Source: an optimization exercise on an open RTL-to-GDS flow (aim: small area, a short achievable clock period and few clock cycles). Production flows keep margins and buffers that such runs may drop.
Only simulation tests tie the RTL to the original design; equivalence was not proved.
Power figures rest on the tool's default switching activity, not on a simulated workload.

== P ==
==> flow/design.v (excerpt) <==
module cpu(
    input clk,
    input rst,
    input [7:0] op_code,
    input [7:0] arg1,
    input [7:0] arg2,
    input [31:0] dataparams,
    output [15:0] dataindex,
    output [15:0] program_counter,
    output arr_trigger,
    output arr_write,
    output [15:0] arr_addr,
    output [31:0] arr_wdata,
    input [31:0] arr_rdata,
    input arr_done,
    output halted
);
    localparam [1:0] S_BOOT0 = 2'd0, S_BOOT1 = 2'd1, S_RUN = 2'd2, S_HALT = 2'd3;
    reg [1:0] st;
    reg [1:0] ph;                    
    reg [15:0] cur_pc;               
    reg [15:0] tgt_r;                
    reg busy;                        
    reg squash;                      
    reg dz;                          
    reg [4:0] dsh;                   
    reg [31:0] T_r, N;               
    reg byp_dp;                      
    reg rd_wait;                     
    wire [31:0] T = byp_dp ? dataparams : rd_wait ? arr_rdata : T_r;
    reg [31:0] sram [0:13];          
    reg [3:0] p;                     
    reg [31:0] lva [0:31];           
    reg [4:0] fb, ftop;              
    reg [20:0] cs [0:14];            
    reg [3:0] csp;
    reg [15:0] inv_addr;             
    reg [7:0] mcnt;                  
    reg [31:0] Q;                    
    reg [5:0] dcnt;                  
    function [32:0] kadd32(input [31:0] a, input [31:0] b, input cin);
        reg [31:0] g, pp, G, P, c;
        integer k, d;
        begin
            g = a & b;
            pp = a ^ b;
            G = g;
            P = pp;
            for (d = 1; d < 32; d = d * 2)
                for (k = 31; k >= d; k = k - 1) begin
                    G[k] = G[k] | (P[k] & G[k - d]);
  ...
Size in the first run: roughly 9900 cells after synthesis, about 2000 flip-flops, ~120000 sq um of cells after synthesis.
export LEC_CHECK = 0
export CAP_MARGIN = 35
export CORE_MARGIN = 2
export CORE_UTILIZATION = 60
export PLACE_DENSITY = 0.75
export SETUP_SLACK_MARGIN = 2
export SLEW_MARGIN = 35
create_clock -name core_clock -period 9.0 [get_ports {clk}]
standard.sh (not shown) runs the stock make flow with config.mk's settings and CLKGATE_MAP_FILE= SYNTH_SCRIPT=/design/flow/synth_recipe.tcl, a recipe that flattens the netlist after the stock synthesis.
==> flow/flow/run.sh <==
#!/bin/bash
# Standard layout, with the port buffers made of plain buf cells instead of
# the delay-buffer cells buffer_ports picks by default.
set -euo pipefail
bash standard.sh BUFFER_PORTS_ARGS="-buffer_cell sky130_fd_sc_hd__buf_4" finish > standard.log 2>&1
P did not make it past global routing (5_1_grt), where a tool error ended it.
Testbench counts of P, summed over its fixed seeds: cycles 135,839.
Changes in Q relative to P:
- putting ABC_CLOCK_PERIOD_IN_PS at 5000 where nothing was set
- swapping 60 for 40 in CORE_UTILIZATION
- swapping 0.75 for 0.6 in PLACE_DENSITY
## What came out
- Out of Q and P, the only run to close with the timing, DRC and antenna checks passing was Q.
- P is listed as incomplete: the tool reported an error in global routing (5_1_grt) and the run ended there.
- [compare] base=P new=Q: number of cells in the design after placement went up by 1374; number of placement rows went up by 37; placer congestion estimate went down by about 4.7%; post-detailed-placement half-perimeter wirelength went up by about 3.7%.
- Re deepest level of the CTS H-tree: no difference whatsoever between Q and P.

---

== the previous run ==
Another version of the RTL of cpu (not shown whole).
Size: roughly 2,000 flip-flops, about 170 I/O pins, about 120,000 um^2 of cells after synthesis.
Settings: LEC_CHECK=0, CAP_MARGIN=35, CORE_MARGIN=2, CORE_UTILIZATION=40, PLACE_DENSITY=0.6, SETUP_SLACK_MARGIN=1, SLEW_MARGIN=35; clock period 9.0 ns.
Scripts as last shown in full above: flow/flow/run.sh
Testbench counts of the previous run, summed over its fixed seeds: cycles 136,365.
Changes in the current run relative to the previous run:
diff --git a/flow/config.mk b/flow/config.mk
--- a/flow/config.mk
+++ b/flow/config.mk
@@ -6,8 +6,9 @@
 export NUM_CORES = 4
 export LEC_CHECK = 0
+export ABC_CLOCK_PERIOD_IN_PS = 5000
 export CAP_MARGIN = 35
 export CORE_MARGIN = 2
 export CORE_UTILIZATION = 40
 export PLACE_DENSITY = 0.6
-export SETUP_SLACK_MARGIN = 1
+export SETUP_SLACK_MARGIN = 2
 export SLEW_MARGIN = 35
## What came out
Taking the previous run as the reference, in the current run setup slack increased by 0.54 ns relative to the old numbers, via count moved up.
The run showing the greater data arrival time of the critical path is the current run.
In the flow results for the current run and the previous run, the met2 global-route usage is larger on the current run.
Delta (the current run minus the previous run): count of routing violations after the opening detailed-route iteration went up, fraction of standard cell area in multi-input logic barely changed, global-route usage increased 0.62 points, headroom to the max-slew limit higher, routability congestion estimate from global placement barely changed.
Between the current run and the previous run, detailed-route wire length per cell is higher for the current run, the previous run comes in under that.
Sort the current run and the previous run by power in the clock group desc -> top: the current run
The flow did not stop early for the current run: all stages ran, and the layout cleared the timing, DRC and antenna checks.

---

Another version of the RTL of cpu (not shown whole).
Size: ~2000 flip-flops, roughly 170 I/O pins, ~0.12 sq mm of cells after synthesis.
Settings: LEC_CHECK=0, ABC_CLOCK_PERIOD_IN_PS=5000, CAP_MARGIN=35, CORE_MARGIN=2, CORE_UTILIZATION=40, PLACE_DENSITY=0.6, SETUP_SLACK_MARGIN=2, SLEW_MARGIN=35; clock period 9.0 ns.
Scripts as last shown in full above: flow/flow/run.sh
Testbench counts at the start, summed over its fixed seeds: cycles 136,365.
Next try:
- ABC_CLOCK_PERIOD_IN_PS: 5000 -> not set
- SETUP_SLACK_MARGIN: 2 -> 1
Area after synthesis is unchanged.
Clock skew goes down by 0.0085 ns.
Die area is unchanged.
Non-clock buffer count is lower by 109.
Via count came out lower by 0.56%.
Fmax shrinks by 10%.
Clock power drops by about 0.4%.
Hold slack degrades by 0.011 ns.
Synthesized cell count does not change.
Wire length is lower by 4.6%.
Final cell count drops by 0.74%.

## what the ideal ports hide
The flow's constraints put no driver on any port. The routed layouts listed below were extracted and timed again, unchanged, in two steps.
Step 1 assumes that a clkbuf_16 drives the clock port and a buf_2 every other input.
Step 2 moves the port delays by t, midway between the first and last clock arrival at a register: inputs arrive t later, outputs are due t later. That takes back most of the time a late clock gives input paths.
Slacks: no drivers / after step 1 / after step 2; pairs: no drivers / after step 1.
| run | t, ns | setup WS [ns] | worst hold slack (ns) |
|---|---|---|---|
| Q | 1.020 | 1.767 / 1.767 / 0.892 | 0.578 / 0.578 / 0.578 |
| the previous run | 1.019 | 1.226 / 1.099 / 0.447 | 0.469 / 0.469 / 0.469 |
| the current run | 1.014 | 1.768 / 1.812 / 0.797 | 0.480 / 0.480 / 0.480 |
| the first run of note 3 | 1.040 | 1.944 / 1.944 / 1.192 | 0.614 / 0.614 / 0.614 |
| the second run of note 3 | 1.046 | 1.138 / 1.138 / 0.670 | 0.603 / 0.603 / 0.603 |
After both steps every run listed still meets setup and hold. The setup slack of the current run, which loses most, moves by +0.044 ns with the drivers and by -0.971 ns with both steps.
